From an optimization exercise on the open Yosys and OpenROAD flow, aimed at small area; shortcuts taken in it are not production practice.
Where RTL was checked, it was by simulation tests only, not by an equivalence proof against the original.

==> flow/design.v (excerpt) <==
module atm
	    (
	    CLK,
	    RESET,
	    TARJETA_RECIBIDA,
	    TIPO_DE_TARJETA,
	    PIN,
	    DIGITO,
	    DIGITO_STB,
	    TIPO_TRANS,
	    MONTO,
	    MONTO_STB,
	    BALANCE_ACTUALIZADO,
	    ENTREGAR_DINERO,
	    FONDOS_INSUFICIENTES,
	    PIN_INCORRECTO,
	    ADVERTENCIA,
	    BLOQUEO
	    );
==> module atm, before the edit <==
module atm
	    (
	    CLK,
	    RESET,
	    TARJETA_RECIBIDA,
	    TIPO_DE_TARJETA,
	    PIN,
	    DIGITO,
	    DIGITO_STB,
	    TIPO_TRANS,
	    MONTO,
	    MONTO_STB,
	    BALANCE_ACTUALIZADO,
	    ENTREGAR_DINERO,
	    FONDOS_INSUFICIENTES,
	    PIN_INCORRECTO,
	    ADVERTENCIA,
	    BLOQUEO
	    );
input
	CLK,
	RESET,			 
	TARJETA_RECIBIDA,
	TIPO_DE_TARJETA,	 
	DIGITO_STB,		 
	TIPO_TRANS,		 
	MONTO_STB;		 
input [15:0] PIN;		 
input [3:0] DIGITO;
input [31:0] MONTO;
output reg
	BALANCE_ACTUALIZADO,
	ENTREGAR_DINERO,
	FONDOS_INSUFICIENTES,
	PIN_INCORRECTO,
	ADVERTENCIA,
	BLOQUEO;
localparam [2:0]
	S_IDLE	= 3'b000,
	S_PIN0	= 3'b001,
	S_PIN1	= 3'b011,
	S_PIN2	= 3'b010,
	S_ID	= 3'b100,
	S_WD	= 3'b101,
	S_DEP	= 3'b110,
	S_BLK	= 3'b111;
reg [2:0] estado;
reg [31:0] BAL_lo;		 
reg [31:0] BAL_hi;		 
reg pendiente;			 
reg [1:0] Contador_PIN;		 
reg [11:0] PIN_usuario;		 
wire in_idle	= (estado == S_IDLE);
wire in_pin	= ~estado[2] & (estado[1] | estado[0]);
wire in_blk	= (estado == S_BLK);
wire in_wd	= (estado == S_WD);
wire in_dep	= (estado == S_DEP);
wire cuarto	= in_pin & DIGITO_STB & (Contador_PIN == 2'd3);
wire igual	= ({PIN_usuario, DIGITO} == PIN);
wire correcto	= cuarto & igual;
wire erroneo	= cuarto & ~igual;
wire usa_monto	= in_wd | in_dep;
wire resta	= in_wd | in_idle;	 
wire [31:0] op	= ({32{usa_monto}} & MONTO) ^ {{31{resta}}, in_wd};
wire [31:0] suma;
wire acarreo;
add32 u_suma (.a(BAL_lo), .b(op), .ci(pendiente), .s(suma), .co(acarreo));
wire hi_m	= |BAL_hi[30:1];
wire hi_nz	= hi_m | BAL_hi[0] | BAL_hi[31];
wire fb_up	= BAL_hi[0] ^ BAL_hi[1] ^ BAL_hi[2] ^ BAL_hi[22] ^ ~(hi_m | BAL_hi[31]);
wire fb_dn	= BAL_hi[31] ^ BAL_hi[0] ^ BAL_hi[1] ^ BAL_hi[21] ^ ~(hi_m | BAL_hi[0]);
wire mayor	= hi_nz | acarreo;	 
wire cobra	= in_idle & TARJETA_RECIBIDA & TIPO_DE_TARJETA;
wire retira	= in_wd & MONTO_STB & mayor;
wire rechaza	= in_wd & MONTO_STB & ~mayor;
wire deposita	= in_dep & MONTO_STB;
wire limpia	= ~RESET | (in_idle & ~TARJETA_RECIBIDA);
wire guarda	= (in_wd & ~retira) | (in_dep & ~MONTO_STB) | (in_idle & ~TIPO_DE_TARJETA);
wire sube	= ~guarda & ~resta & acarreo;
wire baja	= ~guarda & resta & ~acarreo;
wire h_up	= ~limpia & sube;
wire h_dn	= ~limpia & baja;
wire h_keep	= ~limpia & ~sube & ~baja;
wire [31:0] hi_prox = ({32{h_up}} & {fb_up, BAL_hi[31:1]}) |
		      ({32{h_dn}} & {BAL_hi[30:0], fb_dn}) |
		      ({32{h_keep}} & BAL_hi);
reg [2:0] prox;
always @(*) begin
	prox = estado;
	case (estado)
		S_IDLE:	if (TARJETA_RECIBIDA) prox = S_PIN0;
		S_PIN0:	if (correcto) prox = S_ID; else if (erroneo) prox = S_PIN1;
		S_PIN1:	if (correcto) prox = S_ID; else if (erroneo) prox = S_PIN2;
		S_PIN2:	if (correcto) prox = S_ID; else if (erroneo) prox = S_BLK;
		S_ID:	prox = TIPO_TRANS ? S_WD : S_DEP;
		S_WD:	if (MONTO_STB) prox = S_IDLE;
		S_DEP:	if (MONTO_STB) prox = S_IDLE;
		default: prox = S_BLK;
	endcase
end
always @(posedge CLK) begin
	if (DIGITO_STB)
		PIN_usuario <= {PIN_usuario[7:0], DIGITO};
	BAL_hi <= hi_prox;
	if (limpia) begin
		BAL_lo		<= 32'd0;
		pendiente	<= 1'b0;
	end else begin
		if (~guarda) begin
			BAL_lo		<= suma;
			pendiente	<= retira;
		end
	end
	if (~RESET) begin
		estado			<= S_IDLE;
		Contador_PIN		<= 2'd0;
		BALANCE_ACTUALIZADO	<= 1'b0;
		ENTREGAR_DINERO		<= 1'b0;
		FONDOS_INSUFICIENTES	<= 1'b0;
		PIN_INCORRECTO		<= 1'b0;
		ADVERTENCIA		<= 1'b0;
		BLOQUEO			<= 1'b0;
	end else begin
		estado <= prox;
		if (in_pin & DIGITO_STB)
			Contador_PIN <= Contador_PIN + 2'd1;
		BALANCE_ACTUALIZADO	<= cobra | retira | deposita;
		if (in_idle & TARJETA_RECIBIDA) begin
			ENTREGAR_DINERO		<= 1'b0;
			FONDOS_INSUFICIENTES	<= 1'b0;
		end
		if (retira)
			ENTREGAR_DINERO <= 1'b1;
		if (rechaza)
			FONDOS_INSUFICIENTES <= 1'b1;
		PIN_INCORRECTO	<= erroneo | in_blk;
		ADVERTENCIA	<= erroneo & (estado == S_PIN1);
		BLOQUEO		<= in_blk;
	end
end
endmodule
==> flow/config.mk <==
export PLATFORM = sky130hd
export DESIGN_NAME = atm
export DESIGN_NICKNAME = atm
export VERILOG_FILES = /design/flow/design.v
export SDC_FILE = /design/flow/constraint.sdc
export NUM_CORES = 4
export LEC_CHECK = 0
export CAP_MARGIN = 20
export CORE_MARGIN = 2
export CORE_UTILIZATION = 55
export SLEW_MARGIN = 20
export SYNTH_HIERARCHICAL = 1
==> flow/constraint.sdc <==
create_clock -name core_clock -period 6.0 [get_ports {CLK}]
set_input_delay 1.2000 -clock core_clock [delete_from_list [all_inputs] [get_ports {CLK}]]
set_output_delay 1.2000 -clock core_clock [all_outputs]
set_load 0.01 [all_outputs]
standard.sh (not shown) runs the stock make flow with config.mk's settings and CLKGATE_MAP_FILE= SYNTH_SCRIPT=/design/flow/synth_recipe.tcl, a recipe that flattens the netlist after the stock synthesis.
==> flow/flow/run.sh <==
#!/bin/bash
set -euo pipefail
W=$(pwd)
cat > "$W/flow_synth.tcl" <<EOT
proc abc {args} {
  set i [lsearch -exact \$args -script]
  set a1 \$args
  set a2 \$args
  lset a1 [expr {\$i + 1}] $W/flow/abc_adder.script
  lset a2 [expr {\$i + 1}] $W/flow/abc_map.script
  yosys abc {*}\$a1 add32
  yosys abc {*}\$a2 atm
}
source $W/synth_recipe.tcl
EOT
sed "s#SYNTH_SCRIPT=[^ ]*#SYNTH_SCRIPT=$W/flow_synth.tcl#" standard.sh > flow_standard.sh
grep -q "SYNTH_SCRIPT=$W/flow_synth.tcl" flow_standard.sh
export BUFFER_PORTS_ARGS="-buffer_cell sky130_fd_sc_hd__buf_1"
export CTS_ARGS="-sink_clustering_enable -repair_clock_nets -dont_use_dummy_load -buf_list sky130_fd_sc_hd__clkbuf_4 -root_buf sky130_fd_sc_hd__clkbuf_8"
bash flow_standard.sh finish > standard_flow.log 2>&1
==> flow/flow/abc_adder.script <==
&get -n
&st
&dch
&nf -R 30
&st
&syn2
&if -g -K 6
&synch2
&nf -R 30
&st
&syn2
&if -g -K 6
&synch2
&nf -R 30
&st
&syn2
&if -g -K 6
&synch2
&nf -R 30
&st
&syn2
&if -g -K 6
&synch2
&nf -R 30
&st
&syn2
&if -g -K 6
&synch2
&nf -R 30
&put
==> flow/flow/abc_map.script <==
&get -n
&st
&deepsyn -T 60
&dch -f
&nf -R 1000
&st
&syn3
&dch -f
&nf -R 1000
&put
The first run produced a clean layout.
Edit:
--- a/flow/design.v
+++ b/flow/design.v
@@ -28,13 +28,14 @@
 input [15:0] PIN;		 
 input [3:0] DIGITO;
 input [31:0] MONTO;
 output reg
 	BALANCE_ACTUALIZADO,
 	ENTREGAR_DINERO,
-	FONDOS_INSUFICIENTES,
+	FONDOS_INSUFICIENTES;
+output
 	PIN_INCORRECTO,
 	ADVERTENCIA,
 	BLOQUEO;
 localparam [2:0]
 	S_IDLE	= 3'b000,
 	S_PIN0	= 3'b001,
@@ -47,12 +48,13 @@
 reg [2:0] estado;
 reg [31:0] BAL_lo;		 
 reg [31:0] BAL_hi;		 
 reg pendiente;			 
 reg [1:0] Contador_PIN;		 
 reg [11:0] PIN_usuario;		 
+reg error_pin;			 
 wire in_idle	= (estado == S_IDLE);
 wire in_pin	= ~estado[2] & (estado[1] | estado[0]);
 wire in_blk	= (estado == S_BLK);
 wire in_wd	= (estado == S_WD);
 wire in_dep	= (estado == S_DEP);
 wire cuarto	= in_pin & DIGITO_STB & (Contador_PIN == 2'd3);
@@ -73,20 +75,22 @@
 wire cobra	= in_idle & TARJETA_RECIBIDA & TIPO_DE_TARJETA;
 wire retira	= in_wd & MONTO_STB & mayor;
 wire rechaza	= in_wd & MONTO_STB & ~mayor;
 wire deposita	= in_dep & MONTO_STB;
 wire limpia	= ~RESET | (in_idle & ~TARJETA_RECIBIDA);
 wire guarda	= (in_wd & ~retira) | (in_dep & ~MONTO_STB) | (in_idle & ~TIPO_DE_TARJETA);
-wire sube	= ~guarda & ~resta & acarreo;
-wire baja	= ~guarda & resta & ~acarreo;
-wire h_up	= ~limpia & sube;
-wire h_dn	= ~limpia & baja;
-wire h_keep	= ~limpia & ~sube & ~baja;
+reg paso_sube, paso_baja;
+wire h_up	= ~limpia & paso_sube;
+wire h_dn	= ~limpia & paso_baja;
+wire h_keep	= ~limpia & ~paso_sube & ~paso_baja;
 wire [31:0] hi_prox = ({32{h_up}} & {fb_up, BAL_hi[31:1]}) |
 		      ({32{h_dn}} & {BAL_hi[30:0], fb_dn}) |
 		      ({32{h_keep}} & BAL_hi);
+assign PIN_INCORRECTO	= error_pin | in_blk;
+assign ADVERTENCIA	= error_pin & (estado == S_PIN2);
+assign BLOQUEO		= in_blk & ~error_pin;
 reg [2:0] prox;
 always @(*) begin
 	prox = estado;
 	case (estado)
 		S_IDLE:	if (TARJETA_RECIBIDA) prox = S_PIN0;
 		S_PIN0:	if (correcto) prox = S_ID; else if (erroneo) prox = S_PIN1;
@@ -102,27 +106,29 @@
 	if (DIGITO_STB)
 		PIN_usuario <= {PIN_usuario[7:0], DIGITO};
 	BAL_hi <= hi_prox;
 	if (limpia) begin
 		BAL_lo		<= 32'd0;
 		pendiente	<= 1'b0;
+		paso_sube	<= 1'b0;
+		paso_baja	<= 1'b0;
 	end else begin
 		if (~guarda) begin
 			BAL_lo		<= suma;
 			pendiente	<= retira;
 		end
+		paso_sube	<= ~guarda & ~resta & acarreo;
+		paso_baja	<= ~guarda & resta & ~acarreo;
 	end
 	if (~RESET) begin
 		estado			<= S_IDLE;
 		Contador_PIN		<= 2'd0;
 		BALANCE_ACTUALIZADO	<= 1'b0;
 		ENTREGAR_DINERO		<= 1'b0;
 		FONDOS_INSUFICIENTES	<= 1'b0;
-		PIN_INCORRECTO		<= 1'b0;
-		ADVERTENCIA		<= 1'b0;
-		BLOQUEO			<= 1'b0;
+		error_pin		<= 1'b0;
 	end else begin
 		estado <= prox;
 		if (in_pin & DIGITO_STB)
 			Contador_PIN <= Contador_PIN + 2'd1;
 		BALANCE_ACTUALIZADO	<= cobra | retira | deposita;
 		if (in_idle & TARJETA_RECIBIDA) begin
@@ -130,15 +136,13 @@
 			FONDOS_INSUFICIENTES	<= 1'b0;
 		end
 		if (retira)
 			ENTREGAR_DINERO <= 1'b1;
 		if (rechaza)
 			FONDOS_INSUFICIENTES <= 1'b1;
-		PIN_INCORRECTO	<= erroneo | in_blk;
-		ADVERTENCIA	<= erroneo & (estado == S_PIN1);
-		BLOQUEO		<= in_blk;
+		error_pin	<= erroneo;
 	end
 end
 endmodule
 module add32(input [31:0] a, input [31:0] b, input ci, output [31:0] s, output co);
 wire [31:0] p0 = a ^ b;
 wire [31:0] g0 = a & b;
Clock-buffer cell count stays the same.
Non-clock buffer count does not change.
Sequential share of layout area grows by 0.40 points.
Wire length shrinks by 5.4%.
Synthesized cell count grows by 1.6%.
Global-route usage shrinks by 0.64 points.
Fmax grows by 3.1%.
Final cell count grows by 1.1%.
For the first run of this note, only the layout was checked, not whether the RTL still works.

==> afterwards: timing with drivers on the ports <==
How much do the figures lean on ideal ports? The routed layouts below were timed once more, with nothing changed but the port constraints.
Step 1, drivers: a clkbuf_16 drives CLK and a buf_2 each remaining input, both assumed.
Step 2 times the ports against the registers' clock, not the clock port: input delays grow and output delays shrink by t, the midpoint of the rising clock arrivals with the driver on.
Three values: ideal ports, drivers, drivers and shift; two values: the first two.
run	t, ns	setup slack, ns	worst setup path at the end
the first run	0.384	0.395 / 0.405 / 0.021	input to register
the second run	0.374	0.562 / 0.578 / 0.204	input to register
After both steps every run listed still meets setup and hold. For the first run, which loses most, drivers alone change the setup slack by +0.010 ns; drivers and shift together by -0.374 ns.
